From an optimization exercise on the open Yosys and OpenROAD flow, aimed at small area, a short achievable clock period and few clock cycles; shortcuts taken in it are not production practice.
RTL that was checked went through simulation tests only; none was proved equivalent to the original.
Only the layout flow was run in runs 3, 4 and 6; the RTL was not checked for function there.
Power and IR drop assume default switching activity.

==> design/flow/design.v <==
module mul8bc2(a, b, p, ovf);
	input  [7:0] a, b;
	output [7:0] p;
	output ovf;
	assign p = a * b;
	function [3:0] hexp(input [7:0] x);
		reg [7:0] t; reg pw; reg [3:0] l;
		begin
			t = x ^ {8{x[7]}};
			l = t[6] ? 4'd6 : t[5] ? 4'd5 : t[4] ? 4'd4 : t[3] ? 4'd3 :
			    t[2] ? 4'd2 : t[1] ? 4'd1 : t[0] ? 4'd0 : 4'd15;
			pw = x[7] & ((t & (t + 8'd1)) == 8'd0);
			hexp = l + {3'b0, pw};
		end
	endfunction
	wire [3:0] ha = hexp(a);
	wire [3:0] hb = hexp(b);
	wire [3:0] hs = ha + hb;
	wire nz = (a != 8'd0) && (b != 8'd0);
	wire neg = a[7] ^ b[7];
	assign ovf = nz & ((hs >= 4'd8) | ((hs == 4'd7) & ~(neg & (p == 8'h80))) |
	                   ((hs == 4'd6) & (p[7] ^ neg)));
endmodule
module coprocessador(
	instruction,
	clk,
	rst,
	wr,
	dataOut,
	incorrect_addr_flag,
	overflow_flag,
	done_flag
);
	input [17:0] instruction;
	input clk, rst, wr;
	output reg [7:0] dataOut;
	output reg incorrect_addr_flag;
	output overflow_flag;
	output done_flag;
	localparam NOP = 3'b000, LOAD = 3'b001, STORE = 3'b010, ADD = 3'b011,
	           SUB = 3'b100, MULE = 3'b101, MULM = 3'b110, RST = 3'b111;
	wire [2:0] opcode = instruction[2:0];
	reg armed;         
	reg done;
	reg [17:0] ir;     
	reg ir_wr;
	reg st_pend;       
	reg clr_pend;      
	reg czero;         
	reg rst_q;         
	reg go_pend;       
	reg ovf;
	wire start = armed & (opcode != NOP) & ~rst;
	wire op_in = (opcode == ADD) | (opcode == SUB) | (opcode == MULE) | (opcode == MULM);
	wire start_op = start & op_in;
	assign done_flag = done;
	assign overflow_flag = ovf;
	reg is_mulm, is_mule, is_add, is_sub;
	wire [7:0] scal = ir[10:3];    
	reg act1;                  
	reg [4:0] j1, k1;          
	reg [7:0] xq [0:4];
	reg [7:0] yq;
	wire busy = act1;
	wire last1 = is_mulm ? (j1[4] & k1[4]) : j1[4];
	wire first1 = ~is_mulm | k1[0];
	wire [4:0] kn = is_mulm ? {k1[3:0], k1[4]} : 5'b00001;
	wire [4:0] jn = (is_mulm & ~k1[4]) ? j1 : {j1[3:0], j1[4]};
	always @(posedge clk) begin
		ir <= instruction;
		ir_wr <= wr;
		rst_q <= rst;
		if (rst) begin
			armed <= 1'b1;
			done <= 1'b0;
			st_pend <= 1'b0;
			clr_pend <= 1'b0;
			act1 <= 1'b0;
			go_pend <= 1'b0;
		end else begin
			armed <= (opcode == NOP);
			st_pend <= start & (opcode == STORE);
			clr_pend <= start & (opcode == RST);
			if (start) begin
				done <= ~op_in;
			end else if (act1 & last1) begin
				done <= 1'b1;
			end
			go_pend <= start_op & rst_q;
			if ((start_op & ~rst_q) | go_pend) begin
				act1 <= 1'b1;
			end else if (last1) begin
				act1 <= 1'b0;
			end
		end
		if (~busy & ~go_pend) begin
			is_mulm <= (opcode == MULM);
			is_mule <= (opcode == MULE);
			is_add <= (opcode == ADD);
			is_sub <= (opcode == SUB);
		end
		if (act1) begin
			j1 <= jn;
			k1 <= kn;
		end else begin
			j1 <= 5'b00001;
			k1 <= 5'b00001;
		end
	end
	wire ld_go = start & (opcode == LOAD);
	wire st_go = start & (opcode == STORE);
	wire bad_in = ld_go ? ((instruction[5:3] > 3'd4) | (instruction[8:6] > 3'd4)) :
	                      ((instruction[6:4] > 3'd4) | (instruction[9:7] > 3'd4));
	always @(posedge clk) begin
		incorrect_addr_flag <= ((ld_go | st_go) & bad_in) | (~(ld_go | st_go) & incorrect_addr_flag);
	end
	reg [7:0] A [0:4][0:4];
	reg [7:0] B [0:4][0:4];
	wire clear = rst_q | clr_pend;
	wire [7:0] wdata = ir[17:10] & {8{~clear}};
	wire st_ok = st_pend & ir_wr;
	genvar r, c;
	generate
		for (r = 0; r < 5; r = r + 1) begin : gr
			for (c = 0; c < 5; c = c + 1) begin : gc
				wire hit = st_ok & (ir[9:7] == r) & (ir[6:4] == c);
				always @(posedge clk) begin
					if (clear | (hit & ~ir[3])) A[r][c] <= wdata;
					if (clear | (hit & ir[3])) B[r][c] <= wdata;
				end
			end
		end
	endgenerate
	reg [7:0] C [0:4][0:4];
	always @(posedge clk) begin
		if (rst | (start & (opcode == RST))) czero <= 1'b1;
		else if (act1) czero <= 1'b0;
	end
	wire [4:0] lrow, lcol;
	generate
		for (c = 0; c < 5; c = c + 1) begin : ld
			assign lrow[c] = (instruction[8:6] == c);
			assign lcol[c] = (instruction[5:3] == c);
		end
	endgenerate
	reg [7:0] lrowv [0:4];
	reg [7:0] lval;
	integer i, k;
	always @(*) begin
		lval = 8'd0;
		for (i = 0; i < 5; i = i + 1) begin
			lrowv[i] = 8'd0;
			for (k = 0; k < 5; k = k + 1)
				lrowv[i] = lrowv[i] | (C[i][k] & {8{lcol[k]}});
			lval = lval | (lrowv[i] & {8{lrow[i]}});
		end
	end
	always @(posedge clk) begin
		dataOut <= (lval & {8{ld_go & ~czero}}) | (dataOut & {8{~ld_go}});
	end
	wire [4:0] sa = ~act1 ? 5'b00001 : is_mulm ? kn : jn;    
	wire [4:0] sb = is_mulm ? jn : j1;                       
	reg [7:0] acol [0:4];
	reg [7:0] bcol [0:4];
	reg [7:0] bnext;
	always @(*) begin
		bnext = 8'd0;
		for (i = 0; i < 5; i = i + 1) begin
			acol[i] = 8'd0;
			bcol[i] = 8'd0;
			for (k = 0; k < 5; k = k + 1) begin
				acol[i] = acol[i] | (A[i][k] & {8{sa[k]}});
				bcol[i] = bcol[i] | (B[i][k] & {8{sb[k]}});
			end
			bnext = bnext | (bcol[i] & {8{kn[i]}});
		end
	end
	always @(posedge clk) begin
		for (i = 0; i < 5; i = i + 1) xq[i] <= acol[i];
		if (~act1)
			yq <= (opcode == MULM) ? B[0][0] : (opcode == MULE) ? instruction[10:3] : 8'd1;
		else
			yq <= is_mulm ? bnext : is_mule ? scal : 8'd1;
	end
	wire [4:0] mov;
	wire [7:0] prod [0:4];
	wire [4:0] aov;
	wire [4:0] b80;
	generate
		for (r = 0; r < 5; r = r + 1) begin : lane
			mul8bc2 m(xq[r], yq, prod[r], mov[r]);
			wire [7:0] left = is_mulm ? (first1 ? 8'd0 : C[r][4]) :
			                  is_add ? bcol[r] : is_sub ? ~bcol[r] : 8'd0;
			wire [7:0] sum = left + prod[r] + {7'd0, is_sub};
			assign aov[r] = (left[7] == prod[r][7]) & (sum[7] != left[7]);
			assign b80[r] = is_sub & (bcol[r] == 8'h80);
			always @(posedge clk) begin
				if (act1) begin
					if (first1) begin
						C[r][0] <= C[r][1];
						C[r][1] <= C[r][2];
						C[r][2] <= C[r][3];
						C[r][3] <= C[r][4];
					end
					C[r][4] <= sum;
				end
			end
		end
	endgenerate
	always @(posedge clk) begin
		if (start_op) ovf <= 1'b0;
		else if (act1) ovf <= ovf | (|mov) | (|aov) | (|b80);
	end
endmodule
==> design/flow/flow/run.sh <==
#!/bin/bash
# Standard layout (standard synthesis, standard steps), with timing repair
# aimed at a setup slack of SETUP_SLACK_MARGIN ns at the design's clock
# period, and plain buffers (instead of delay cells) on the ports.
set -euo pipefail
bash standard.sh SETUP_SLACK_MARGIN=15 'BUFFER_PORTS_ARGS=-buffer_cell sky130_fd_sc_hd__buf_4' finish > flow_make.log 2>&1
==> design/flow/standard.sh <==
#!/bin/bash
# synth_recipe.tcl (not shown) runs the flow's synth.tcl, then flattens the netlist and writes it again
# the make line also repeats each setting of config.mk as NAME=value (left out here)
make -C /OpenROAD-flow-scripts/flow DESIGN_CONFIG=/design/flow/config.mk WORK_HOME=/design/flow/orfs CLKGATE_MAP_FILE= SYNTH_SCRIPT=/design/flow/synth_recipe.tcl "${@:-finish}"
==> design/flow/config.mk <==
export PLATFORM = sky130hd
export DESIGN_NAME = coprocessador
export DESIGN_NICKNAME = coprocessador
export VERILOG_FILES = /design/flow/design.v
export SDC_FILE = /design/flow/constraint.sdc
export NUM_CORES = 8
export LEC_CHECK = 0
export CAP_MARGIN = 40
export CORE_MARGIN = 2
export CORE_UTILIZATION = 65
export CTS_BUF_LIST = sky130_fd_sc_hd__clkbuf_8 sky130_fd_sc_hd__clkbuf_16
export CTS_CLUSTER_DIAMETER = 45
export CTS_CLUSTER_SIZE = 24
export PLACE_DENSITY = 0.75
export SLEW_MARGIN = 40
==> design/flow/constraint.sdc <==
create_clock -name core_clock -period 20.0 [get_ports {clk}]
set_input_delay 4.0000 -clock core_clock [delete_from_list [all_inputs] [get_ports {clk}]]
set_output_delay 4.0000 -clock core_clock [all_outputs]
set_load 0.01 [all_outputs]
==> impl_metrics.json, run 1 <==
{
  "start_util": 0.655,
  "ys.flop_type": "edfxtp_1",
  "synth_seq_cells": 696,
  "yosys_warnings": 16,
  "cts_hold_buf": 0,
  "grt_max_degree": 161,
  "synthToLayoutAreaGrowth_pct": 13.5,
  "port_buffers": 31,
  "io_pins": 32,
  "cts_tree": "built",
  "netlist_instances": 2671,
  "synth_area_leaders": "edfxtp_1, dfxtp_1, fa_1, ha_1, nand2_1",
  "cts.path.max_buffers": 3,
  "power.density_mw_per_mm2": 111,
  "gp_congestion": 0.966,
  "cp.required_ps": 20580,
  "track_usage": 0.335,
  "die_area_mm2": 0.0546,
  "drv_slew": 0,
  "die_w_um": 234,
  "placed_cells": 3300,
  "grt_antenna_before_repair": 5,
  "drtAntennaViolNets": 0,
  "vias_per_cell": 6.71,
  "nets": 2944,
  "grt_pass1_vias": 22462,
  "peakVddDrop_uv": 95.2,
  "path_cells": "buf_12, inv_6, buf_12, nor3_4, buf_4, clkbuf_16, a221oi_2, nor3_1, nor2_1, o22ai_1, a22o_1",
  "fin_crit_sh": 0.263,
  "post-route-util": 0.743,
  "finalSetupTns_ps": 0,
  "max_clock_freq_mhz": 190,
  "r2r_end": "ovf",
  "hold_path_class": "flop to flop",
  "clkTransAtPathRegs_ps": 80,
  "cp_slowest_stage_delay_ps": 290,
  "critPathLaunchType": "input pin",
  "syn_area_mm2": 0.0343,
  "maxSlewHeadroom": 0.417,
  "vias": 23251,
  "synthSimpleGateAreaFrac": 0.0907,
  "pre_cts_ws_ps": 13410,
  "worstSetupStartpoint": "instruction[5]",
  "synth_edf_count": 605,
  "dpl.hpwl_um": 58000,
  "cp_common_cell": "buf_12",
  "cp_max_fo": 11,
  "clock_sinks": 696,
  "drc": 0,
  "overflow": 0,
  "h-tree-depth": 3,
  "crit_arrival_ps": 5840,
  "clock_latency_ps": 640,
  "syn_avg_cell_area_um2": 12.8,
  "synth_fa_ha_area_frac": 0.0934,
  "fin_hold_ws_ps": 426,
  "ys_seq_area_frac": 0.583,
  "outcome": "no timing/DRC/antenna violations",
  "power.leakage_nw": 15.0,
  "finalSetupViolations": 0,
  "die_h_um": 234,
  "num_rows": 84,
  "cts_root_buf": "clkbuf_16",
  "worst_pin_slew_ps": 874,
  "wl_per_cell_um": 26.6,
  "drive_gt1_frac": 0.151,
  "reg2regPathDepth": 18,
  "syn-num-nets": 2900,
  "ys_async_sr_fraction": 0,
  "coreArea_mm2": 0.0523,
  "synthDistinctLibCells": 77,
  "drt-initial-drc-count": 3205,
  "synthMuxAreaShare": 0.0471,
  "synth_compound_area_frac": 0.112,
  "timing.rr.start": "is_mulm",
  "rsz0062_at_grt": "true",
  "routed_wl_um": 92100,
  "first_pass_iters": 7,
  "crit_type": "input pin to flop",
  "cts_inserted_buffers": 73,
  "hold_viol": 0,
  "drv_cap": 0,
  "endpoint_kind": "flop",
  "yosysTopAreaCellShare": 0.530,
  "slowest_stage": "nor3_4",
  "period_minus_slack_ps": 5260,
  "yosys.area.top_type": "edfxtp_1",
  "timing.final.ws_setup_ps": 14740,
  "synthXorXnorAreaFrac": 0.0332,
  "r2r_setup_slack_ps": 14880,
  "final_cells": 3464,
  "worstSetupEndpoint": "dataOut[1]",
  "synth_top_family_by_area": "compound AO/OA/AOI/OAI gates",
  "fin_skew_ps": 31.5,
  "grt_pass1_wl_um": 135000
}
[flip-flops by register name (all words and copies together), names as in the netlist, named ones only]
name      cells
k1            5
ir_wr         1
st_pend       1
ovf           1
dataOut       8
clr_pend      1
ir           15
czero         1
xq           40
rst_q         1
act1          1
B           200
yq            8
go_pend       1
is_mulm       1
is_add        1
done          1
j1            5
armed         1
A           200
is_mule       1
C           200
is_sub        1
[worst min path at each step]
stage / start / depth (start not counted) / slack, ps / to
2_1_floorplan: C[1][6] / 0 / 420 / C[0][6]
3_3_place_gp: C[21][4] / 0 / 420 / C[20][4]
3_5_place_dp: C[6][0] / 0 / 430 / C[5][0]
4_1_cts: C[21][4] / 0 / 440 / C[20][4]
5_1_grt: C[6][4] / 0 / 450 / C[5][4]
6_report: C[23][0] / 0 / 430 / C[22][0]
[cell type report]
cell class	instances	area, um^2
Timing Repair Buffer	129	1320
Clock inverter	62	767
Fill cell	3317	13400
Sequential cell	696	20000
Antenna cell	1	2.50
Multi-Input combinational cell	1623	13400
Tap cell	688	861
Clock buffer	73	1830
Inverter	192	733
[metrics by stage]
step           power, mW  area [um^2]
6_report            4.32        38900
5_1_grt             4.48        38900
4_1_cts             4.29        38400
3_5_place_dp        2.85        35400
3_3_place_gp        2.80        35400
2_1_floorplan       2.53        34500
[cell usage in the layout (no fill, tap or decap), types with 9 or more instances in the layout]
cell	instances
inv_6	15
a222oi_1	78
o21ai_0	95
buf_12	10
a221oi_2	28
clkinv_4	9
mux2_2	16
and2_1	113
nand2b_1	11
a31oi_1	13
mux2i_1	53
nor2b_1	21
nor4_1	9
nand2_1	273
and3_1	26
nor3_1	36
xor2_1	33
o21ai_1	10
a22oi_1	58
ha_1	128
a21oi_1	61
or4_1	9
nand4_1	13
buf_4	91
a221oi_1	22
a21o_1	28
a22o_1	9
inv_1	186
nor2_1	77
edfxtp_1	605
fa_1	80
clkbuf_16	78
buf_6	14
nand3_1	16
xnor2_1	91
mux4_2	36
o22ai_1	32
dfxtp_1	79
inv_8	11
[worst max-delay path: cells and delay by family]
family          cells  cell delay [ps]
compound gates      3              540
buf+inv             5              650
simple gates        3              620
[Yosys cell counts (all sizes together), types with 36 or more instances]
library cell / n
xnor2: 97
clkbuf: 133
inv: 186
nor3: 39
edfxtp: 605
dfxtp: 91
and2: 116
a221oi: 56
nor2: 84
ha: 128
o21ai: 111
a222oi: 78
fa: 80
mux4: 36
nand2: 274
a22oi: 58
mux2i: 56
a21oi: 64
[cell families (layout without fill, tap and decap cells)]
group,after synthesis,in the layout
DFF,696,696
and+or+nand+nor,644,645
AOI/OAI and AO/OA,527,527
buffers and inverters,353,456
adders and majority gates,208,208
xor gates and xnor gates,130,130
muxes,113,113
other,0,1
[where the power goes]
group / switching, mW / internal, mW / total [mW]
clock: 0.661 / 0.770 / 1.43
combinational: 0.610 / 0.416 / 1.03
sequential: 0.117 / 1.75 / 1.86
total: 1.39 / 2.93 / 4.32
[routing by layer]
metal	vias up	global-route usage	share of wire
met4	4	0.138	0.047
met5	-	0	0.00029
met2	1401	0.518	0.47
met3	259	0.0667	0.10
met1	11506	0.467	0.38
li1	10081	-	-
[what timing repair did]
item / CTS / global route
pin swaps: 3 / 22
endpoints found under the setup margin: 29 / 22
gates resized for setup: 66 / 38
cloned: 4 / 5
buffers inserted: 2 / 16
Testbench counts, summed over its fixed seeds: cycles 27,000.
==> run 2, diff against run 1 <==
--- a/design/flow/config.mk
+++ b/design/flow/config.mk
@@ -10,6 +10,6 @@
 export CORE_UTILIZATION = 65
 export CTS_BUF_LIST = sky130_fd_sc_hd__clkbuf_8 sky130_fd_sc_hd__clkbuf_16
-export CTS_CLUSTER_DIAMETER = 45
-export CTS_CLUSTER_SIZE = 24
+export CTS_CLUSTER_DIAMETER = 60
+export CTS_CLUSTER_SIZE = 30
 export PLACE_DENSITY = 0.75
 export SLEW_MARGIN = 40
==> run 2 against run 1 <==
  * Via count shrank 0.95%
  * Setup slack improved by 110 ps
  * Wire length about the same
  * Combinational power barely moved
  * Clock skew grew 37 ps
  * Sequential share of layout area is 1.3 points higher
  * Register-to-register slack better by 130 ps
  * Die area unchanged
  * Largest cell class unchanged
  * Worst hold slack improved by 30 ps
==> impl_metrics.json, run 2 <==
{
  "outcome": "no timing/DRC/antenna violations",
  "power.density_mw_per_mm2": 103,
  "port_buffers": 31,
  "maxSlewHeadroom": 0.431,
  "syn_area_mm2": 0.0343,
  "grt_pass1_vias": 21840,
  "clock_latency_ps": 630,
  "reg.largest.list": "A: 200 flops, B: 200 flops, C: 200 flops",
  "switching_share": 0.327,
  "busiest_layer": "met2",
  "track_usage": 0.327,
  "h-tree-depth": 2,
  "dpl.hpwl_um": 58000,
  "seqPwrFrac": 0.476,
  "wl_per_cell_um": 27.0,
  "num_rows": 84,
  "gp_congestion": 0.966,
  "netlist_instances": 2671,
  "worst_pin_slew_ps": 848,
  "rsz0062_at_grt": "true",
  "cp_slowest_stage_delay_ps": 300,
  "syn-num-nets": 2900,
  "drtAntennaViolNets": 0,
  "cp_top_family": "simple AND/OR/NAND/NOR gates",
  "overflow": 0,
  "drv_cap": 0,
  "cts.path.max_buffers": 3,
  "vias": 23031,
  "finalPower_mw": 3.92,
  "path_buf_inv": 5,
  "cp_max_fo": 10,
  "yosys_warnings": 16,
  "cts_root_buf": "clkbuf_16",
  "clkTransAtPathRegs_ps": 110,
  "layout_commonest_cell": "edfxtp_1",
  "switching_power_mw": 1.28,
  "start_util": 0.655,
  "cts_hold_buf": 0,
  "path_cells": "buf_12, inv_6, buf_12, nor3_4, buf_6, clkbuf_16, a221oi_2, nor3_1, nor2_1, o22ai_1, a22o_1",
  "drc": 0,
  "synth_seq_cells": 696,
  "coreArea_mm2": 0.0523,
  "die_h_um": 234,
  "hold_path_class": "flop to flop",
  "first_pass_iters": 8,
  "yosysTopAreaCellShare": 0.530,
  "clock_sinks": 696,
  "drv_slew": 0,
  "grt_pass1_wl_um": 133000,
  "ys_seq_area_frac": 0.583,
  "cp.required_ps": 20560,
  "final_cell_mix": "edfxtp_1, nand2_1, inv_1",
  "cts_inserted_buffers": 43,
  "synth.cells.most_frequent": "edfxtp_1, nand2_1, inv_1, clkbuf_1, ha_1",
  "nets": 2913,
  "internal_power_mw": 2.64,
  "critPathLaunchType": "input pin",
  "cp_common_cell": "buf_12",
  "ys.flop_type": "edfxtp_1",
  "grt_max_degree": 161,
  "fin_crit_sh": 0.258,
  "synthToLayoutAreaGrowth_pct": 10.8,
  "slowest_stage": "nor3_4",
  "die_area_mm2": 0.0546,
  "grt_antenna_before_repair": 1,
  "synth_most_common_cell": "edfxtp_1",
  "vias_per_cell": 6.76,
  "power.leakage_nw": 14.6,
  "syn_avg_cell_area_um2": 12.8,
  "io_pins": 32,
  "finalSetupTns_ps": 0,
  "finalSetupViolations": 0,
  "yosys.area.top_type": "edfxtp_1",
  "routed_wl_um": 92200,
  "ys_async_sr_fraction": 0,
  "synth_area_leaders": "edfxtp_1, dfxtp_1, fa_1, ha_1, nand2_1",
  "fin_skew_ps": 68.5,
  "endpoint_kind": "flop",
  "use_met2": 0.510,
  "die_w_um": 234,
  "synth_edf_count": 605,
  "p_comb_frac": 0.264,
  "synthDistinctLibCells": 77,
  "crit_arrival_ps": 5710,
  "drive_gt1_frac": 0.134,
  "max_clock_freq_mhz": 194,
  "cts_tree": "built",
  "grt_util_met3": 0.0432,
  "use_met1": 0.474,
  "drt-initial-drc-count": 3322,
  "period_minus_slack_ps": 5150,
  "p_clk_frac": 0.260,
  "peakVddDrop_uv": 119,
  "crit_type": "input pin to flop",
  "hold_viol": 0
}
-- run 2: layout make-up --
class,instances,area (um^2)
Antenna cell,3,7.51
Clock buffer,45,1110
Clock inverter,34,459
Fill cell,3428,14400
Inverter,192,738
Multi-Input combinational cell,1623,13400
Sequential cell,696,20000
Tap cell,688,861
Timing Repair Buffer,128,1370
-- run 2: kinds of logic after synthesis --
logic type / after synthesis / synth area share
flip-flops: 696 / 0.583
AND/OR/NAND/NOR: 644 / 0.0907
AO/OA/AOI/OAI: 527 / 0.112
buffers and inverters: 353 / 0.0400
adder cells (fa/ha/maj): 208 / 0.0934
XOR/XNOR: 130 / 0.0332
multiplexers: 113 / 0.0471
-- run 2: power by group through the flow --
stage               clock (mW)  sequential, mW  combinational, mW
floorplan                    0            1.82              0.716
global route              1.07            1.87               1.12
global placement             0            1.88              0.922
finish                    1.02            1.86               1.03
CTS                       1.02            1.85              0.997
detailed placement           0            1.89              0.961
-- run 2: per-layer routing --
metal / share of wire / vias up
met5: 0 / -
met4: 0.049 / 0
met3: 0.099 / 233
met2: 0.47 / 1397
met1: 0.38 / 11418
li1: - / 9983
-- run 2: through the flow --
stage	cells	setup slack [ps]	area, um^2	hold slack [ps]	utilization
global route	3406	14830	38000	457	0.726
floorplan	2671	14510	34500	420	-
detailed placement	3300	13410	35400	430	0.677
finish	3409	14850	38000	457	0.726
global placement	3297	13560	35400	424	0.677
CTS	3387	14850	37400	431	0.715
-- run 2: final timing paths --
check,start,to,slack [ps],cells after the start
max,instruction[5],dataOut[2],14850,11
min,C[21][5],C[20][5],460,0
max reg2reg,is_mulm,ovf,15010,21
min reg2reg,C[21][5],C[20][5],460,0
-- run 2: timing repair --
item | CTS | global route
setup endpoints to repair | 30 | 23
resized for setup | 73 | 40
pin swaps | 5 | 22
cloned | 5 | 8
setup buffers | 3 | 9
==> run 3, diff against run 2 <==
--- a/design/flow/design.v
+++ b/design/flow/design.v
@@ -110,8 +110,8 @@
 	wire ld_go = start & (opcode == LOAD);
 	wire st_go = start & (opcode == STORE);
-	wire bad_in = ld_go ? ((instruction[5:3] > 3'd4) | (instruction[8:6] > 3'd4)) :
-	                      ((instruction[6:4] > 3'd4) | (instruction[9:7] > 3'd4));
-	always @(posedge clk) begin
-		incorrect_addr_flag <= ((ld_go | st_go) & bad_in) | (~(ld_go | st_go) & incorrect_addr_flag);
+	wire bad_in = (opcode == LOAD) ? ((instruction[5:3] > 3'd4) | (instruction[8:6] > 3'd4)) :
+	                                 ((instruction[6:4] > 3'd4) | (instruction[9:7] > 3'd4));
+	always @(posedge clk) begin
+		incorrect_addr_flag <= ((ld_go | st_go) & bad_in) | (~start & incorrect_addr_flag);
 	end
 	reg [7:0] A [0:4][0:4];
@@ -144,18 +144,19 @@
 		end
 	endgenerate
+	wire [4:0] lrowg = lrow & {5{ld_go & ~czero}};
 	reg [7:0] lrowv [0:4];
 	reg [7:0] lval;
 	integer i, k;
 	always @(*) begin
-		lval = 8'd0;
+		lval = dataOut & {8{~start}};
 		for (i = 0; i < 5; i = i + 1) begin
 			lrowv[i] = 8'd0;
 			for (k = 0; k < 5; k = k + 1)
 				lrowv[i] = lrowv[i] | (C[i][k] & {8{lcol[k]}});
-			lval = lval | (lrowv[i] & {8{lrow[i]}});
-		end
-	end
-	always @(posedge clk) begin
-		dataOut <= (lval & {8{ld_go & ~czero}}) | (dataOut & {8{~ld_go}});
+			lval = lval | (lrowv[i] & {8{lrowg[i]}});
+		end
+	end
+	always @(posedge clk) begin
+		dataOut <= lval;
 	end
 	wire [4:0] sa = ~act1 ? 5'b00001 : is_mulm ? kn : jn;    
==> design/flow/flow/run.sh (replaced) <==
#!/bin/bash
# Standard layout (standard synthesis, standard steps), with timing repair
# aimed at a setup slack of SETUP_SLACK_MARGIN ns at the design's clock
# period, plain buffers (instead of delay cells) on the ports, and a clock
# tree without dummy loads.
set -euo pipefail
CTS='-sink_clustering_enable -repair_clock_nets -sink_clustering_size 30 -sink_clustering_max_diameter 60 -buf_list {sky130_fd_sc_hd__clkbuf_8 sky130_fd_sc_hd__clkbuf_16} -dont_use_dummy_load'
bash standard.sh SETUP_SLACK_MARGIN=15 'BUFFER_PORTS_ARGS=-buffer_cell sky130_fd_sc_hd__buf_4' "CTS_ARGS=$CTS" finish > flow_make.log 2>&1
==> run 3 against run 2 <==
  * Still clean on timing, DRC and antenna
  * Critical path depth is 10 lower
  * Setup slack improved by 55 ps
  * Maximum frequency increased by 1.1%
  * Via count fell by 2.1%
  * Combinational power barely moved
  * Clock skew grew 22 ps
  * Clock power decreased by 22%
  * Core utilization decreased by 2.1 points
  * Critical endpoint is now dataOut[6]
==> impl_metrics.json, run 3 <==
{
  "num_rows": 84,
  "cts_hold_buf": 0,
  "synthToLayoutAreaGrowth_pct": 7.75,
  "drt-initial-drc-count": 3068,
  "timing.final.ws_setup_ps": 14900,
  "first_pass_iters": 9,
  "syn_area_mm2": 0.0342,
  "cp_top_family": "flip-flops",
  "cts.path.max_buffers": 3,
  "placed_area_mm2": 0.0352,
  "track_usage": 0.319,
  "drv_slew": 0,
  "cts_inserted_buffers": 41,
  "max_clock_freq_mhz": 196,
  "cp_max_fo": 2,
  "hold_path_class": "flop to flop",
  "fin_skew_ps": 90.2,
  "dpl.hpwl_um": 57200,
  "clock_sinks": 696,
  "fin_hold_ws_ps": 433,
  "placed_cells": 3347,
  "final_cell_mix": "edfxtp_1, nand2_1, inv_1",
  "grt_pass1_wl_um": 131000,
  "finalSetupViolations": 0,
  "post-route-util": 0.705,
  "ys_async_sr_fraction": 0,
  "outcome": "no timing/DRC/antenna violations",
  "internal_power_mw": 2.51,
  "drtAntennaViolNets": 0,
  "n_fill_cell": 3510,
  "final_cells": 3412,
  "drive_gt1_frac": 0.0980,
  "grt_pass1_vias": 21763,
  "ys.flop_type": "edfxtp_1",
  "synth_edf_count": 604,
  "path_buf_inv": 1,
  "io_pins": 32,
  "worstSetupStartpoint": "dataOut[6]",
  "wl_per_cell_um": 25.2,
  "antenna_cells": 0,
  "overflow": 0,
  "clkTransAtPathRegs_ps": 100,
  "cp_slowest_stage_delay_ps": 390,
  "coreArea_mm2": 0.0523,
  "start_util": 0.654,
  "finalPower_mw": 3.63,
  "finalSetupTns_ps": 0,
  "hp-start": "C[1][6]",
  "hold_viol": 0,
  "synth.cells.most_frequent": "edfxtp_1, nand2_1, inv_1, clkbuf_1, ha_1",
  "synth_seq_cells": 696,
  "die_area_mm2": 0.0545,
  "critPathLaunchType": "flop",
  "final_area_mm2": 0.0369,
  "grt_max_degree": 88,
  "syn-num-nets": 2954,
  "reg.largest.list": "A: 200 flops, B: 200 flops, C: 200 flops",
  "peakVddDrop_uv": 77.7,
  "port_buffers": 31,
  "syn_avg_cell_area_um2": 12.6,
  "switching_power_mw": 1.12,
  "yosysTopAreaCellShare": 0.530,
  "drc": 0,
  "ys_seq_area_frac": 0.584,
  "die_h_um": 234,
  "netlist_instances": 2725,
  "cts_root_buf": "clkbuf_16",
  "timing.rr.start": "yq[3]",
  "power.leakage_nw": 14.1,
  "endpoint_kind": "output pin",
  "crit_arrival_ps": 1100,
  "pre_cts_ws_ps": 13600,
  "synth_area_leaders": "edfxtp_1, dfxtp_1, fa_1, ha_1, nand2_1",
  "power.density_mw_per_mm2": 98.3,
  "cp.required_ps": 16000,
  "vias": 22557,
  "slowest_stage": "dfxtp_4",
  "nets": 2955,
  "yosys_warnings": 16,
  "synthDistinctLibCells": 69,
  "period_minus_slack_ps": 5100,
  "routed_wl_um": 85900,
  "maxSlewHeadroom": 0.426,
  "worst_pin_slew_ps": 850,
  "switching_share": 0.308,
  "crit_type": "flop to output pin",
  "layout_commonest_cell": "edfxtp_1",
  "rsz0062_at_grt": "true",
  "vias_per_cell": 6.61,
  "synth_most_common_cell": "edfxtp_1",
  "p_clk_frac": 0.219,
  "grt_antenna_before_repair": 1,
  "p_comb_frac": 0.275,
  "gp_congestion": 0.948,
  "die_w_um": 234,
  "drv_cap": 0,
  "yosys.area.top_type": "edfxtp_1",
  "cts_tree": "built",
  "fin_crit_sh": 0.255,
  "clock_latency_ps": 610,
  "path_cells": "buf_6",
  "seqPwrFrac": 0.506,
  "h-tree-depth": 2
}
## run 3: changes by cell type after synthesis, moves of 15 or more
cell / delta
a21oi_1: +21
a221oi_1: -40
and3_1: +15
inv_1: -15
nand2_1: +50
nor2_1: +18
nor2b_1: +39
o21ai_0: +16
## run 3: per-layer routing
metal	track usage	up-vias	share of wire
met5	0	-	0
met4	0.114	0	0.039
met3	0.0449	183	0.097
met2	0.499	1274	0.47
met1	0.463	11126	0.40
li1	-	9974	-
## run 3: path summary, 6_finish.rpt
kind / depth (start not counted) / to / slack (ps)
min: 0 / C[0][6] / 430
max reg2reg: 19 / ovf / 14970
max: 1 / dataOut[6] / 14900
min reg2reg: 0 / C[0][6] / 430
## run 3: final cells by class
| class | instances | area, um^2 | area share |
|---|---|---|---|
| timing repair buffer | 112 | 1130 | 0.0306 |
| multi-input combinational | 1702 | 13200 | 0.358 |
| sequential | 696 | 20000 | 0.542 |
| tap | 688 | 861 | 0.0233 |
| clock buffer | 41 | 1030 | 0.0278 |
| inverter | 173 | 658 | 0.0178 |
## run 3: power groups by stage
stage	combinational, mW	clock (mW)	sequential (mW)
after global routing	1.09	0.845	1.84
after detailed placement	0.952	0	1.86
after global placement	0.915	0	1.86
after CTS	0.976	0.801	1.83
after floorplan	0.711	0	1.81
final	0.999	0.793	1.83
## run 3: what timing repair did
| action | in CTS | in global routing |
|---|---|---|
| setup endpoints to repair | 21 | 22 |
| pin swaps | 6 | 14 |
| buffers inserted | 11 | 8 |
| resized for setup | 65 | 38 |
| gates cloned | 3 | 2 |
## run 3: cells by family after synthesis
group                      synth area share
AOI/OAI and AO/OA                    0.0995
xor gates and xnor gates             0.0341
adders and majority gates            0.0936
buffers and inverters                0.0366
DFF                                   0.584
muxes                                0.0442
and+or+nand+nor                       0.108
==> run 4, diff against run 3 <==
--- a/design/flow/design.v
+++ b/design/flow/design.v
@@ -3,22 +3,111 @@
 	output [7:0] p;
 	output ovf;
-	assign p = a * b;
-	function [3:0] hexp(input [7:0] x);
-		reg [7:0] t; reg pw; reg [3:0] l;
-		begin
-			t = x ^ {8{x[7]}};
-			l = t[6] ? 4'd6 : t[5] ? 4'd5 : t[4] ? 4'd4 : t[3] ? 4'd3 :
-			    t[2] ? 4'd2 : t[1] ? 4'd1 : t[0] ? 4'd0 : 4'd15;
-			pw = x[7] & ((t & (t + 8'd1)) == 8'd0);
-			hexp = l + {3'b0, pw};
-		end
-	endfunction
-	wire [3:0] ha = hexp(a);
-	wire [3:0] hb = hexp(b);
-	wire [3:0] hs = ha + hb;
-	wire nz = (a != 8'd0) && (b != 8'd0);
-	wire neg = a[7] ^ b[7];
-	assign ovf = nz & ((hs >= 4'd8) | ((hs == 4'd7) & ~(neg & (p == 8'h80))) |
-	                   ((hs == 4'd6) & (p[7] ^ neg)));
+	wire t1 = a[0] & b[0];
+	wire t2 = a[0] & b[1];
+	wire t3 = a[0] & b[2];
+	wire t4 = a[0] & b[3];
+	wire t5 = a[0] & b[4];
+	wire t6 = a[0] & b[5];
+	wire t7 = a[0] & b[6];
+	wire t8 = a[0] & b[7];
+	wire t9 = a[1] & b[0];
+	wire t10 = a[1] & b[1];
+	wire t11 = a[1] & b[2];
+	wire t12 = a[1] & b[3];
+	wire t13 = a[1] & b[4];
+	wire t14 = a[1] & b[5];
+	wire t15 = a[1] & b[6];
+	wire t16 = a[2] & b[0];
+	wire t17 = a[2] & b[1];
+	wire t18 = a[2] & b[2];
+	wire t19 = a[2] & b[3];
+	wire t20 = a[2] & b[4];
+	wire t21 = a[2] & b[5];
+	wire t22 = a[3] & b[0];
+	wire t23 = a[3] & b[1];
+	wire t24 = a[3] & b[2];
+	wire t25 = a[3] & b[3];
+	wire t26 = a[3] & b[4];
+	wire t27 = a[4] & b[0];
+	wire t28 = a[4] & b[1];
+	wire t29 = a[4] & b[2];
+	wire t30 = a[4] & b[3];
+	wire t31 = a[5] & b[0];
+	wire t32 = a[5] & b[1];
+	wire t33 = a[5] & b[2];
+	wire t34 = a[6] & b[0];
+	wire t35 = a[6] & b[1];
+	wire t36 = a[7] & b[0];
+	wire t37 = t2 ^ t9;
+	wire t38 = t2 & t9;
+	wire t39 = t3 ^ t10 ^ t16;
+	wire t40 = (t3 & t10) | (t3 & t16) | (t10 & t16);
+	wire t41 = t38 ^ t39;
+	wire t42 = t38 & t39;
+	wire t43 = t4 ^ t11 ^ t17;
+	wire t44 = (t4 & t11) | (t4 & t17) | (t11 & t17);
+	wire t45 = t22 ^ t40 ^ t42;
+	wire t46 = (t22 & t40) | (t22 & t42) | (t40 & t42);
+	wire t47 = t43 ^ t45;
+	wire t48 = t43 & t45;
+	wire t49 = t5 ^ t12 ^ t18;
+	wire t50 = (t5 & t12) | (t5 & t18) | (t12 & t18);
+	wire t51 = t23 ^ t27 ^ t44;
+	wire t52 = (t23 & t27) | (t23 & t44) | (t27 & t44);
+	wire t53 = t46 ^ t48 ^ t49;
+	wire t54 = (t46 & t48) | (t46 & t49) | (t48 & t49);
+	wire t55 = t51 ^ t53;
+	wire t56 = t51 & t53;
+	wire t57 = t6 ^ t13 ^ t19;
+	wire t58 = (t6 & t13) | (t6 & t19) | (t13 & t19);
+	wire t59 = t24 ^ t28 ^ t31;
+	wire t60 = (t24 & t28) | (t24 & t31) | (t28 & t31);
+	wire t61 = t50 ^ t52 ^ t54;
+	wire t62 = (t50 & t52) | (t50 & t54) | (t52 & t54);
+	wire t63 = t56 ^ t57 ^ t59;
+	wire t64 = (t56 & t57) | (t56 & t59) | (t57 & t59);
+	wire t65 = t61 ^ t63;
+	wire t66 = t61 & t63;
+	wire t67 = t7 ^ t14 ^ t20;
+	wire t68 = (t7 & t14) | (t7 & t20) | (t14 & t20);
+	wire t69 = t25 ^ t29 ^ t32;
+	wire t70 = (t25 & t29) | (t25 & t32) | (t29 & t32);
+	wire t71 = t34 ^ t58 ^ t60;
+	wire t72 = (t34 & t58) | (t34 & t60) | (t58 & t60);
+	wire t73 = t62 ^ t64 ^ t66;
+	wire t74 = (t62 & t64) | (t62 & t66) | (t64 & t66);
+	wire t75 = t67 ^ t69 ^ t71;
+	wire t76 = (t67 & t69) | (t67 & t71) | (t69 & t71);
+	wire t77 = t73 ^ t75;
+	wire t78 = t73 & t75;
+	wire t79 = t8 ^ t15 ^ t21;
+	wire t80 = t26 ^ t30 ^ t33;
+	wire t81 = t35 ^ t36 ^ t68;
+	wire t82 = t70 ^ t72 ^ t74;
+	wire t83 = t76 ^ t78 ^ t79;
+	wire t84 = t80 ^ t81 ^ t82;
+	wire t85 = t83 ^ t84;
+	assign p = {t85, t77, t65, t55, t47, t41, t37, t1};
+	wire [6:0] da = a[7:1] ^ a[6:0];
+	wire [6:0] db = b[7:1] ^ b[6:0];
+	wire [8:0] ga, gb;
+	genvar n;
+	generate
+		for (n = 0; n < 9; n = n + 1) begin : th
+			if (n < 2) begin : lo
+				assign ga[n] = 1'b1;
+				assign gb[n] = 1'b1;
+			end else begin : hi
+				assign ga[n] = |da[6:n-2];
+				assign gb[n] = |db[6:n-2];
+			end
+		end
+	endgenerate
+	wire [8:0] hb = gb & ~{1'b0, gb[8:1]};
+	wire ge11 = |(hb[8:3] & {ga[3], ga[4], ga[5], ga[6], ga[7], ga[8]});
+	wire ge10 = |(hb[8:2] & {ga[2], ga[3], ga[4], ga[5], ga[6], ga[7], ga[8]});
+	wire ge9  = |(hb[8:1] & {ga[1], ga[2], ga[3], ga[4], ga[5], ga[6], ga[7], ga[8]});
+	wire sgn = a[7] ^ b[7];
+	assign ovf = ge11 | (ge10 & ((p[7] ^ sgn) | (p == 8'd0))) | (ge9 & ~sgn & (p == 8'h80));
 endmodule
 module coprocessador(
==> run 4 against run 3 <==
  * Still clean
  * Maximum frequency fell by 15%
  * Critical path depth rose by 24
  * Area after synthesis fell by 3.1%
  * Via count fell by 1.4%
  * Global-route usage rose by 2.7 points
  * Core utilization rose by 2.6 points
  * Critical endpoint is now ovf
  * Largest power group unchanged
  * Highest routed layer unchanged
==> impl_metrics.json, run 4 <==
{
  "finalSetupViolations": 0,
  "synth.cells.most_frequent": "edfxtp_1, nand2_1, o21ai_0, inv_1, a22oi_1",
  "layout_commonest_cell": "edfxtp_1",
  "hold_path_class": "flop to flop",
  "nets": 2804,
  "ys_seq_area_frac": 0.602,
  "timing.final.ws_setup_ps": 14000,
  "synth_area_leaders": "edfxtp_1, dfxtp_1, fa_1, nand2_1, a22oi_1",
  "critPathLaunchType": "flop",
  "grt_pass1_vias": 21564,
  "ys_async_sr_fraction": 0,
  "h-tree-depth": 2,
  "io_pins": 32,
  "power.density_mw_per_mm2": 98.7,
  "crit_type": "flop to flop",
  "die_w_um": 230,
  "drt-initial-drc-count": 3359,
  "maxSlewHeadroom": 0.427,
  "cp_max_fo": 6,
  "vias_per_cell": 6.72,
  "synthDistinctLibCells": 82,
  "wl_per_cell_um": 27.6,
  "finalSetupTns_ps": 0,
  "cts_hold_buf": 0,
  "synthToLayoutAreaGrowth_pct": 10.8,
  "num_rows": 82,
  "final_cell_mix": "edfxtp_1, nand2_1, inv_1, a22oi_1, o21ai_0",
  "port_buffers": 31,
  "fin_crit_sh": 0.300,
  "drc": 0,
  "cp_slowest_stage_delay_ps": 470,
  "first_pass_iters": 10,
  "yosys_warnings": 15,
  "cts_inserted_buffers": 42,
  "pre_cts_ws_ps": 13590,
  "max_clock_freq_mhz": 167,
  "clock_sinks": 696,
  "cp.required_ps": 20470,
  "syn-num-nets": 2742,
  "reg.largest.list": "A: 200 flops, B: 200 flops, C: 200 flops",
  "period_minus_slack_ps": 6000,
  "grt_pass1_wl_um": 136000,
  "path_buf_inv": 5,
  "start_util": 0.660,
  "grt_antenna_before_repair": 5,
  "gp_congestion": 0.982,
  "track_usage": 0.346,
  "ys.flop_type": "edfxtp_1",
  "cts.path.max_buffers": 3,
  "synth_seq_cells": 696,
  "fin_skew_ps": 94.9,
  "r2r_setup_slack_ps": 14000,
  "hold_viol": 0,
  "antenna_cells": 0,
  "power.leakage_nw": 13.6,
  "drv_cap": 0,
  "routed_wl_um": 91300,
  "yosys.area.top_type": "edfxtp_1",
  "rsz0062_at_grt": "true",
  "drive_gt1_frac": 0.154,
  "cp_top_family": "adder cells",
  "synth_most_common_cell": "edfxtp_1",
  "syn_area_mm2": 0.0332,
  "drtAntennaViolNets": 0,
  "overflow": 0,
  "yosysTopAreaCellShare": 0.547,
  "post-route-util": 0.731,
  "grt_max_degree": 161,
  "crit_arrival_ps": 6470,
  "drv_slew": 0,
  "outcome": "no timing/DRC/antenna violations",
  "dpl.hpwl_um": 60300,
  "syn_avg_cell_area_um2": 12.9,
  "peakVddDrop_uv": 106,
  "cts_tree": "built",
  "netlist_instances": 2576,
  "cts_root_buf": "clkbuf_16",
  "vias": 22242,
  "die_h_um": 230,
  "clkTransAtPathRegs_ps": 90,
  "endpoint_kind": "flop",
  "clock_latency_ps": 610,
  "coreArea_mm2": 0.0503,
  "synth_edf_count": 604,
  "worst_pin_slew_ps": 860,
  "die_area_mm2": 0.0529,
  "slowest_stage": "fa_1"
}
==> run 4: changes by cell type after synthesis, sizes merged, moves of 26 or more <==
| cell | previous run | this run |
|---|---|---|
| a22oi | 52 | 127 |
| ha | 128 | 60 |
| a21oi | 85 | 36 |
| nor2b | 60 | 17 |
| nand3 | 19 | 60 |
| inv | 171 | 132 |
| a222oi | 79 | 41 |
| nor2 | 102 | 76 |
==> run 4: path summary, 6_finish.rpt <==
path,startpoint,endpoint,depth (start not counted)
setup / recovery,yq[1],ovf,25
hold / removal,C[16][3],C[15][3],0
setup reg to reg,yq[1],ovf,25
hold reg to reg,C[16][3],C[15][3],0
==> run 4: repair_timing <==
action                                  4_1_cts  5_1_grt
setup buffers                                29       15
pin swaps                                    49       41
gates cloned                                  7        1
endpoints found under the setup margin       33       32
resized for setup                           123       39
==> run 4: per-stage QoR <==
step	instances	hold slack, ps	power [mW]	instance area (um^2)
2_1_floorplan	2576	421	2.41	33500
3_3_place_gp	3211	423	2.66	34400
3_5_place_dp	3211	431	2.69	34500
4_1_cts	3289	424	3.58	36400
5_1_grt	3308	419	3.76	36800
6_report	3308	418	3.63	36800
==> run 4: cells by family after synthesis <==
group | count (synthesis) | share of synthesized area
simple gates | 729 | 0.108
flops | 696 | 0.602
compound gates | 516 | 0.107
buf+inv | 277 | 0.0320
fa+ha+maj | 145 | 0.0739
xor+xnor | 109 | 0.0300
mux | 104 | 0.0463
==> run 4: layer usage <==
layer,GRT usage,vias up,wire length [um]
li1,-,9672,-
met1,0.491,11006,35300
met2,0.538,1358,42500
met3,0.0652,206,9970
met4,0.132,0,3530
met5,0,-,0
==> run 4: report_power, final <==
group | leakage, nW | switching [mW] | total (mW) | internal [mW]
clock network | 0.518 | 0.433 | 0.806 | 0.372
logic | 6.23 | 0.560 | 0.987 | 0.427
registers | 6.82 | 0.0987 | 1.84 | 1.74
==> run 4: cell type report <==
cell class                      count  area [um^2]
Sequential cell                   696        20000
Fill cell                        3260        13500
Multi-Input combinational cell   1603        12700
Timing Repair Buffer              159         1610
Clock buffer                       42         1050
Tap cell                          672          841
Inverter                          136          514
==> run 5, diff against run 4 <==
--- a/design/flow/design.v
+++ b/design/flow/design.v
@@ -39,54 +39,43 @@
 	wire t35 = a[6] & b[1];
 	wire t36 = a[7] & b[0];
-	wire t37 = t2 ^ t9;
-	wire t38 = t2 & t9;
-	wire t39 = t3 ^ t10 ^ t16;
-	wire t40 = (t3 & t10) | (t3 & t16) | (t10 & t16);
-	wire t41 = t38 ^ t39;
-	wire t42 = t38 & t39;
-	wire t43 = t4 ^ t11 ^ t17;
-	wire t44 = (t4 & t11) | (t4 & t17) | (t11 & t17);
-	wire t45 = t22 ^ t40 ^ t42;
-	wire t46 = (t22 & t40) | (t22 & t42) | (t40 & t42);
-	wire t47 = t43 ^ t45;
-	wire t48 = t43 & t45;
-	wire t49 = t5 ^ t12 ^ t18;
-	wire t50 = (t5 & t12) | (t5 & t18) | (t12 & t18);
-	wire t51 = t23 ^ t27 ^ t44;
-	wire t52 = (t23 & t27) | (t23 & t44) | (t27 & t44);
-	wire t53 = t46 ^ t48 ^ t49;
-	wire t54 = (t46 & t48) | (t46 & t49) | (t48 & t49);
-	wire t55 = t51 ^ t53;
-	wire t56 = t51 & t53;
-	wire t57 = t6 ^ t13 ^ t19;
-	wire t58 = (t6 & t13) | (t6 & t19) | (t13 & t19);
-	wire t59 = t24 ^ t28 ^ t31;
-	wire t60 = (t24 & t28) | (t24 & t31) | (t28 & t31);
-	wire t61 = t50 ^ t52 ^ t54;
-	wire t62 = (t50 & t52) | (t50 & t54) | (t52 & t54);
-	wire t63 = t56 ^ t57 ^ t59;
-	wire t64 = (t56 & t57) | (t56 & t59) | (t57 & t59);
-	wire t65 = t61 ^ t63;
-	wire t66 = t61 & t63;
-	wire t67 = t7 ^ t14 ^ t20;
-	wire t68 = (t7 & t14) | (t7 & t20) | (t14 & t20);
-	wire t69 = t25 ^ t29 ^ t32;
-	wire t70 = (t25 & t29) | (t25 & t32) | (t29 & t32);
-	wire t71 = t34 ^ t58 ^ t60;
-	wire t72 = (t34 & t58) | (t34 & t60) | (t58 & t60);
-	wire t73 = t62 ^ t64 ^ t66;
-	wire t74 = (t62 & t64) | (t62 & t66) | (t64 & t66);
-	wire t75 = t67 ^ t69 ^ t71;
-	wire t76 = (t67 & t69) | (t67 & t71) | (t69 & t71);
-	wire t77 = t73 ^ t75;
-	wire t78 = t73 & t75;
-	wire t79 = t8 ^ t15 ^ t21;
-	wire t80 = t26 ^ t30 ^ t33;
-	wire t81 = t35 ^ t36 ^ t68;
-	wire t82 = t70 ^ t72 ^ t74;
-	wire t83 = t76 ^ t78 ^ t79;
-	wire t84 = t80 ^ t81 ^ t82;
-	wire t85 = t83 ^ t84;
-	assign p = {t85, t77, t65, t55, t47, t41, t37, t1};
+	wire t37 = t7 ^ t14;
+	wire t38 = t7 & t14;
+	wire t39 = t8 ^ t15 ^ t21;
+	wire t40 = t26 ^ t30;
+	wire t41 = t5 ^ t12;
+	wire t42 = t5 & t12;
+	wire t43 = t6 ^ t13 ^ t19;
+	wire t44 = (t6 & t13) | (t6 & t19) | (t13 & t19);
+	wire t45 = t24 ^ t28;
+	wire t46 = t24 & t28;
+	wire t47 = t20 ^ t25 ^ t29;
+	wire t48 = (t20 & t25) | (t20 & t29) | (t25 & t29);
+	wire t49 = t32 ^ t34 ^ t37;
+	wire t50 = (t32 & t34) | (t32 & t37) | (t34 & t37);
+	wire t51 = t33 ^ t35 ^ t36;
+	wire t52 = t39 ^ t40 ^ t38;
+	wire t53 = t4 ^ t11;
+	wire t54 = t4 & t11;
+	wire t55 = t18 ^ t23 ^ t27;
+	wire t56 = (t18 & t23) | (t18 & t27) | (t23 & t27);
+	wire t57 = t31 ^ t43 ^ t45;
+	wire t58 = (t31 & t43) | (t31 & t45) | (t43 & t45);
+	wire t59 = t47 ^ t49 ^ t44;
+	wire t60 = (t47 & t49) | (t47 & t44) | (t49 & t44);
+	wire t61 = t51 ^ t52 ^ t48;
+	wire t62 = t3 ^ t10;
+	wire t63 = t3 & t10;
+	wire t64 = t17 ^ t22 ^ t53;
+	wire t65 = (t17 & t22) | (t17 & t53) | (t22 & t53);
+	wire t66 = t41 ^ t55 ^ t54;
+	wire t67 = (t41 & t55) | (t41 & t54) | (t55 & t54);
+	wire t68 = t42 ^ t57 ^ t56;
+	wire t69 = (t42 & t57) | (t42 & t56) | (t57 & t56);
+	wire t70 = t46 ^ t59 ^ t58;
+	wire t71 = (t46 & t59) | (t46 & t58) | (t59 & t58);
+	wire t72 = t50 ^ t61 ^ t60;
+	wire [7:0] ra = {t72, t70, t68, t66, t64, t16, t2, t1};
+	wire [7:0] rb = {t71, t69, t67, t65, t63, t62, t9, 1'b0};
+	assign p = ra + rb;
 	wire [6:0] da = a[7:1] ^ a[6:0];
 	wire [6:0] db = b[7:1] ^ b[6:0];
==> run 5 against run 4 <==
  * Core utilization shrank 1.5 points
  * Still clean on timing, DRC and antenna
  * Setup slack improved by 890 ps
  * Clock-buffer cell count decreased by 1
  * Synthesized cell count grew 0.43%
==> impl_metrics.json, run 5 <==
{
  "cts.path.max_buffers": 3,
  "clock_latency_ps": 620,
  "first_pass_iters": 10,
  "endpoint_kind": "output pin",
  "finalSetupViolations": 0,
  "post-route-util": 0.717,
  "crit_type": "flop to output pin",
  "drv_cap": 0,
  "met2_length_um": 41800,
  "cp_top_family": "flip-flops",
  "outcome": "no timing/DRC/antenna violations",
  "p_comb_frac": 0.271,
  "fin_skew_ps": 104,
  "dpl.hpwl_um": 58800,
  "h-tree-depth": 2,
  "cts_hold_buf": 0,
  "ys.flop_type": "edfxtp_1",
  "peakVddDrop_uv": 99.7,
  "io_pins": 32,
  "synthDistinctLibCells": 83,
  "worst_pin_slew_ps": 858,
  "wirelength_met1_um": 34200,
  "grt_pass1_wl_um": 132000,
  "syn_area_mm2": 0.0335,
  "port_buffers": 31,
  "track_usage": 0.332,
  "cts_root_buf": "clkbuf_16",
  "power.density_mw_per_mm2": 98.7,
  "synth.cells.most_frequent": "edfxtp_1, nand2_1, inv_1, o21ai_0, clkbuf_1",
  "r2r_setup_slack_ps": 14960,
  "ys_async_sr_fraction": 0,
  "drtAntennaViolNets": 0,
  "maxSlewHeadroom": 0.424,
  "vias_per_cell": 6.88,
  "hold_viol": 0,
  "max_clock_freq_mhz": 196,
  "grt_max_degree": 93,
  "layout_commonest_cell": "edfxtp_1",
  "antenna_cells": 0,
  "clock_sinks": 696,
  "die_area_mm2": 0.0533,
  "slowest_stage": "dfxtp_4",
  "p_clk_frac": 0.220,
  "rsz0062_at_grt": "true",
  "path_buf_inv": 1,
  "seqPwrFrac": 0.509,
  "reg.largest.list": "A: 200 flops, B: 200 flops, C: 200 flops",
  "drc": 0,
  "drt-initial-drc-count": 3531,
  "path_cells": "buf_6",
  "routed.top_layer": "met4",
  "yosysTopAreaCellShare": 0.542,
  "cp.required_ps": 16000,
  "hold_path_class": "flop to flop",
  "switching_power_mw": 1.11,
  "finalPower_mw": 3.62,
  "final_cell_mix": "edfxtp_1, nand2_1, inv_1",
  "synthToLayoutAreaGrowth_pct": 9.40,
  "crit_arrival_ps": 1100,
  "wl_met3_um": 9860,
  "synth_seq_cells": 696,
  "synth_edf_count": 604,
  "routed_wl_um": 89500,
  "internal_power_mw": 2.50,
  "period_minus_slack_ps": 5110,
  "nets": 2771,
  "synth_most_common_cell": "edfxtp_1",
  "overflow": 0,
  "start_util": 0.655,
  "syn_avg_cell_area_um2": 12.9,
  "cp_max_fo": 2,
  "switching_share": 0.308,
  "syn-num-nets": 2758,
  "wl_per_cell_um": 27.3,
  "cts_inserted_buffers": 41,
  "drive_gt1_frac": 0.130,
  "clkTransAtPathRegs_ps": 110,
  "vias": 22543,
  "power.leakage_nw": 13.6,
  "synth_area_leaders": "edfxtp_1, dfxtp_1, fa_1, nand2_1, ha_1",
  "grt_antenna_before_repair": 2,
  "gp_congestion": 0.977,
  "grt_pass1_vias": 21712,
  "netlist_instances": 2587,
  "timing.final.ws_setup_ps": 14900,
  "drv_slew": 0,
  "die_w_um": 231,
  "finalSetupTns_ps": 0,
  "coreArea_mm2": 0.0511,
  "cts_tree": "built",
  "ys_seq_area_frac": 0.597,
  "die_h_um": 231,
  "yosys_warnings": 15,
  "pre_cts_ws_ps": 13400,
  "yosys.area.top_type": "edfxtp_1",
  "cp_slowest_stage_delay_ps": 380,
  "num_rows": 83,
  "critPathLaunchType": "flop",
  "fin_crit_sh": 0.255
}
## run 5: cell count changes in the layout (fill, tap and decap cells not counted), moves of 15 or more
cell / before / now
ha_1: 31 / 81
nand3_1: 59 / 16
buf_4: 117 / 78
a22oi_1: 122 / 84
a222oi_1: 41 / 78
fa_1: 85 / 64
ha_2: 21 / 1
a21oi_1: 35 / 54
and3_1: 45 / 27
inv_1: 122 / 138
o21ai_0: 118 / 102
and2_1: 117 / 102
nor2_1: 67 / 52
## run 5: final timing paths
kind	startpoint	to	depth (start not counted)
min	C[12][0]	C[11][0]	0
min reg2reg	C[12][0]	C[11][0]	0
max	dataOut[4]	dataOut[4]	1
max reg2reg	xq[0][1]	ovf	18
## run 5: cell type report
type / instances / area [um^2]
Tap cell: 680 / 851
Multi-Input combinational cell: 1602 / 13000
Clock buffer: 41 / 1030
Timing Repair Buffer: 116 / 1170
Fill cell: 3353 / 14500
Inverter: 143 / 541
Sequential cell: 696 / 20000
## run 5: routing by layer
metal / track usage / up-vias
met1: 0.472 / 11098
li1: - / 9763
met2: 0.518 / 1466
met4: 0.129 / 0
met5: 0 / -
met3: 0.0560 / 216
## run 5: power by group through the flow
| stage | registers (mW) | logic [mW] | clock network, mW |
|---|---|---|---|
| final | 1.84 | 0.979 | 0.795 |
| after global routing | 1.85 | 1.06 | 0.848 |
| after CTS | 1.84 | 0.926 | 0.801 |
| after detailed placement | 1.87 | 0.879 | 0 |
| after global placement | 1.86 | 0.852 | 0 |
| after floorplan | 1.81 | 0.655 | 0 |
## run 5: repair_timing
| action | 4_1_cts | 5_1_grt |
|---|---|---|
| setup buffers | 13 | 5 |
| pin swaps | 16 | 25 |
| cloned | 4 | 2 |
| endpoints found under the setup margin | 46 | 21 |
| gates resized for setup | 98 | 65 |
## run 5: cells by family after synthesis
kind of cell             share of synthesized area
flip-flops                                   0.597
AND/OR/NAND/NOR                             0.0950
AO/OA/AOI/OAI                                0.123
buffers and inverters                       0.0337
adder cells (fa/ha/maj)                     0.0706
XOR/XNOR                                    0.0332
multiplexers                                0.0482
## run 5: per-stage QoR
step	instance area, um^2	hold slack (ps)	cells
2_1_floorplan	33600	421	2587
3_3_place_gp	34500	424	3211
3_5_place_dp	34500	430	3211
4_1_cts	36200	415	3269
5_1_grt	36600	416	3278
6_report	36600	408	3278
Testbench counts of run 5, summed over its fixed seeds: cycles 27,000.
==> run 6, diff against run 5 <==
--- a/design/flow/design.v
+++ b/design/flow/design.v
@@ -181,15 +181,17 @@
 			j1 <= jn;
 			k1 <= kn;
+			sb <= (is_mulm & kn[4]) ? {jn[3:0], jn[4]} : jn;
 		end else begin
 			j1 <= 5'b00001;
 			k1 <= 5'b00001;
-		end
-	end
-	wire ld_go = start & (opcode == LOAD);
-	wire st_go = start & (opcode == STORE);
-	wire bad_in = (opcode == LOAD) ? ((instruction[5:3] > 3'd4) | (instruction[8:6] > 3'd4)) :
-	                                 ((instruction[6:4] > 3'd4) | (instruction[9:7] > 3'd4));
-	always @(posedge clk) begin
-		incorrect_addr_flag <= ((ld_go | st_go) & bad_in) | (~start & incorrect_addr_flag);
+			sb <= 5'b00001;
+		end
+	end
+	wire ld_in = (opcode == LOAD);
+	wire st_in = (opcode == STORE);
+	wire bad_in = ld_in ? ((instruction[5:3] > 3'd4) | (instruction[8:6] > 3'd4)) :
+	                      ((instruction[6:4] > 3'd4) | (instruction[9:7] > 3'd4));
+	always @(posedge clk) begin
+		incorrect_addr_flag <= ((ld_in | st_in) & bad_in) | ((opcode == NOP) & incorrect_addr_flag);
 	end
 	reg [7:0] A [0:4][0:4];
@@ -222,10 +224,10 @@
 		end
 	endgenerate
-	wire [4:0] lrowg = lrow & {5{ld_go & ~czero}};
+	wire [4:0] lrowg = lrow & {5{ld_in & ~czero}};
 	reg [7:0] lrowv [0:4];
 	reg [7:0] lval;
 	integer i, k;
 	always @(*) begin
-		lval = dataOut & {8{~start}};
+		lval = dataOut & {8{opcode == NOP}};
 		for (i = 0; i < 5; i = i + 1) begin
 			lrowv[i] = 8'd0;
@@ -239,5 +241,5 @@
 	end
 	wire [4:0] sa = ~act1 ? 5'b00001 : is_mulm ? kn : jn;    
-	wire [4:0] sb = is_mulm ? jn : j1;                       
+	reg [4:0] sb;
 	reg [7:0] acol [0:4];
 	reg [7:0] bcol [0:4];
==> run 6 against run 5 <==
  * Clock skew shrank 34 ps
  * Maximum frequency increased by 0.52%
  * Largest power group unchanged
  * Clock power is 1% lower
  * First-iteration DRC count fell by 6.5%
  * Worst hold slack gained 29 ps
  * Area after synthesis grew 0.12%
  * Still clean on timing, DRC and antenna
==> impl_metrics.json, run 6 <==
{
  "outcome": "no timing/DRC/antenna violations",
  "die_area_mm2": 0.0534,
  "grt_util_met3": 0.0578,
  "peakVddDrop_uv": 90.6,
  "synthMuxAreaShare": 0.0421,
  "synth_area_leaders": "edfxtp_1, dfxtp_1, fa_1, nand2_1, ha_1",
  "synthDistinctLibCells": 83,
  "ys_async_sr_fraction": 0,
  "path_cells": "buf_6",
  "grt_pass1_wl_um": 130000,
  "yosysTopAreaCellShare": 0.541,
  "synthXorXnorAreaFrac": 0.0345,
  "period_minus_slack_ps": 5080,
  "overflow": 0,
  "start_util": 0.655,
  "max_clock_freq_mhz": 197,
  "nets": 2745,
  "yosys.area.top_type": "edfxtp_1",
  "wl_per_cell_um": 26.9,
  "r2r_setup_slack_ps": 15090,
  "routed_wl_um": 87600,
  "finalSetupViolations": 0,
  "drive_gt1_frac": 0.108,
  "rsz0062_at_grt": "true",
  "synthToLayoutAreaGrowth_pct": 8.05,
  "num_rows": 83,
  "internal_power_mw": 2.37,
  "reg.largest.list": "A: 200 flops, B: 200 flops, C: 200 flops",
  "synth_compound_area_frac": 0.124,
  "die_h_um": 231,
  "gp_congestion": 0.950,
  "final_area_mm2": 0.0362,
  "placed_cells": 3185,
  "grt_antenna_before_repair": 0,
  "pre_cts_ws_ps": 13950,
  "antenna_cells": 0,
  "slowest_stage": "dfxtp_4",
  "drv_slew": 0,
  "timing.final.ws_setup_ps": 14920,
  "drc": 0,
  "coreArea_mm2": 0.0512,
  "cts_inserted_buffers": 40,
  "maxSlewHeadroom": 0.400,
  "endpoint_kind": "output pin",
  "drtAntennaViolNets": 0,
  "finalPower_mw": 3.33,
  "critPathLaunchType": "flop",
  "use_met1": 0.481,
  "syn_avg_cell_area_um2": 12.9,
  "ys_seq_area_frac": 0.599,
  "clock_sinks": 701,
  "ys.flop_type": "edfxtp_1",
  "cp_slowest_stage_delay_ps": 400,
  "crit_type": "flop to output pin",
  "fin_hold_ws_ps": 437,
  "synth_fa_ha_area_frac": 0.0706,
  "drt-initial-drc-count": 3300,
  "track_usage": 0.325,
  "fin_crit_sh": 0.254,
  "hold_viol": 0,
  "clkTransAtPathRegs_ps": 80,
  "seqPwrFrac": 0.533,
  "cts_root_buf": "clkbuf_16",
  "worst_pin_slew_ps": 894,
  "grt_pass1_vias": 21214,
  "crit_arrival_ps": 1080,
  "fin_skew_ps": 69.8,
  "syn_area_mm2": 0.0335,
  "cts.path.max_buffers": 3,
  "cts_tree": "built",
  "placed_area_mm2": 0.0344,
  "synth_most_common_cell": "edfxtp_1",
  "syn-num-nets": 2760,
  "grt_max_degree": 82,
  "busiest_layer": "met2",
  "p_comb_frac": 0.230,
  "clock_latency_ps": 630,
  "path_buf_inv": 1,
  "synth_top_family_by_area": "compound AO/OA/AOI/OAI gates",
  "layout_commonest_cell": "edfxtp_1",
  "cp.required_ps": 16000,
  "synth_edf_count": 604,
  "netlist_instances": 2589,
  "drv_cap": 0,
  "dpl.hpwl_um": 57400,
  "post-route-util": 0.707,
  "hold_path_class": "flop to flop",
  "finalSetupTns_ps": 0,
  "vias": 22355,
  "power.density_mw_per_mm2": 91.9,
  "vias_per_cell": 6.87,
  "final_cell_mix": "edfxtp_1, nand2_1, inv_1",
  "synth_seq_cells": 701,
  "synthSimpleGateAreaFrac": 0.0953,
  "h-tree-depth": 2,
  "first_pass_iters": 9,
  "power.leakage_nw": 13.3,
  "p_clk_frac": 0.236,
  "die_w_um": 231,
  "cp_max_fo": 2,
  "switching_power_mw": 0.959,
  "port_buffers": 31,
  "cp_top_family": "flip-flops",
  "final_cells": 3252,
  "synth.cells.most_frequent": "edfxtp_1, nand2_1, inv_1, a22oi_1, clkbuf_1",
  "switching_share": 0.288,
  "yosys_warnings": 15,
  "use_met2": 0.489,
  "io_pins": 32,
  "cts_hold_buf": 0
}
-- run 6: area by class of cell --
type	instances	area [um^2]
clock buffers	40	1000
inverters	140	531
fillers	3426	15000
multi-input cells	1592	12700
well taps	680	851
flip-flops and latches	701	20100
repair buffers	99	1030
-- run 6: path summary, 6_finish.rpt --
check	start	endpoint	depth (start not counted)
setup reg to reg	yq[5]	ovf	21
setup / recovery	done	done_flag	1
hold / removal	C[21][4]	C[20][4]	0
hold reg to reg	C[21][4]	C[20][4]	0
-- run 6: what timing repair did --
| action | in CTS | in global routing |
|---|---|---|
| pin swaps | 4 | 23 |
| endpoints found under the setup margin | 23 | 22 |
| cloned | 2 | 6 |
| setup buffers | 6 | 12 |
| resized for setup | 57 | 49 |
-- run 6: cells by family after synthesis --
kind of cell,count (synthesis)
AND/OR/NAND/NOR,648
buffers and inverters,296
adder cells (fa/ha/maj),150
flip-flops,701
multiplexers,93
XOR/XNOR,124
AO/OA/AOI/OAI,577
-- run 6: per-layer routing --
| metal | part of all wire | wire (um) |
|---|---|---|
| met5 | 0 | 0 |
| met3 | 0.11 | 9380 |
| met2 | 0.45 | 39800 |
| met1 | 0.40 | 35100 |
| met4 | 0.038 | 3340 |
-- run 6: power by group through the flow --
stage | Sequential, mW | Clock [mW] | Combinational (mW)
after CTS | 1.77 | 0.790 | 0.708
after global routing | 1.78 | 0.838 | 0.826
after floorplan | 1.77 | 0 | 0.515
final | 1.78 | 0.787 | 0.766
after global placement | 1.80 | 0 | 0.668
after detailed placement | 1.80 | 0 | 0.690

## static timing again, ports no longer ideal
The flow's constraints put no driver on any port. The routed layouts listed below were extracted and timed again, unchanged, in two steps. Step 1: set_driving_cell puts a clkbuf_16 on clk and a buf_2 on each other input, an assumption about the parent block. Step 2 adds t to the input delays and takes it off the output delays; t is the mean of the earliest and latest rising clock arrival at the registers after step 1. Input paths then give back, and output paths get back, about the clock's delay inside the block. Three values: no drivers, after step 1, after step 2; two values: the first two.
run | t (ns) | setup slack, ns | latest minus earliest clock arrival (ns)
run 1 | 0.693 | 14.744 / 14.525 / 13.833 | 0.037 / 0.037
run 2 | 0.653 | 14.850 / 14.614 / 13.961 | 0.071 / 0.071
run 3 | 0.623 | 14.905 / 14.733 / 14.111 | 0.103 / 0.103
run 4 | 0.624 | 14.002 / 14.002 / 14.002 | 0.100 / 0.100
run 5 | 0.629 | 14.895 / 14.697 / 14.068 | 0.106 / 0.105
run 6 | 0.652 | 14.921 / 14.825 / 14.173 | 0.074 / 0.075
After both steps setup and hold are still met in every run listed. The setup slack of run 1, which loses most, moves by -0.219 ns with the drivers and by -0.911 ns with both steps.
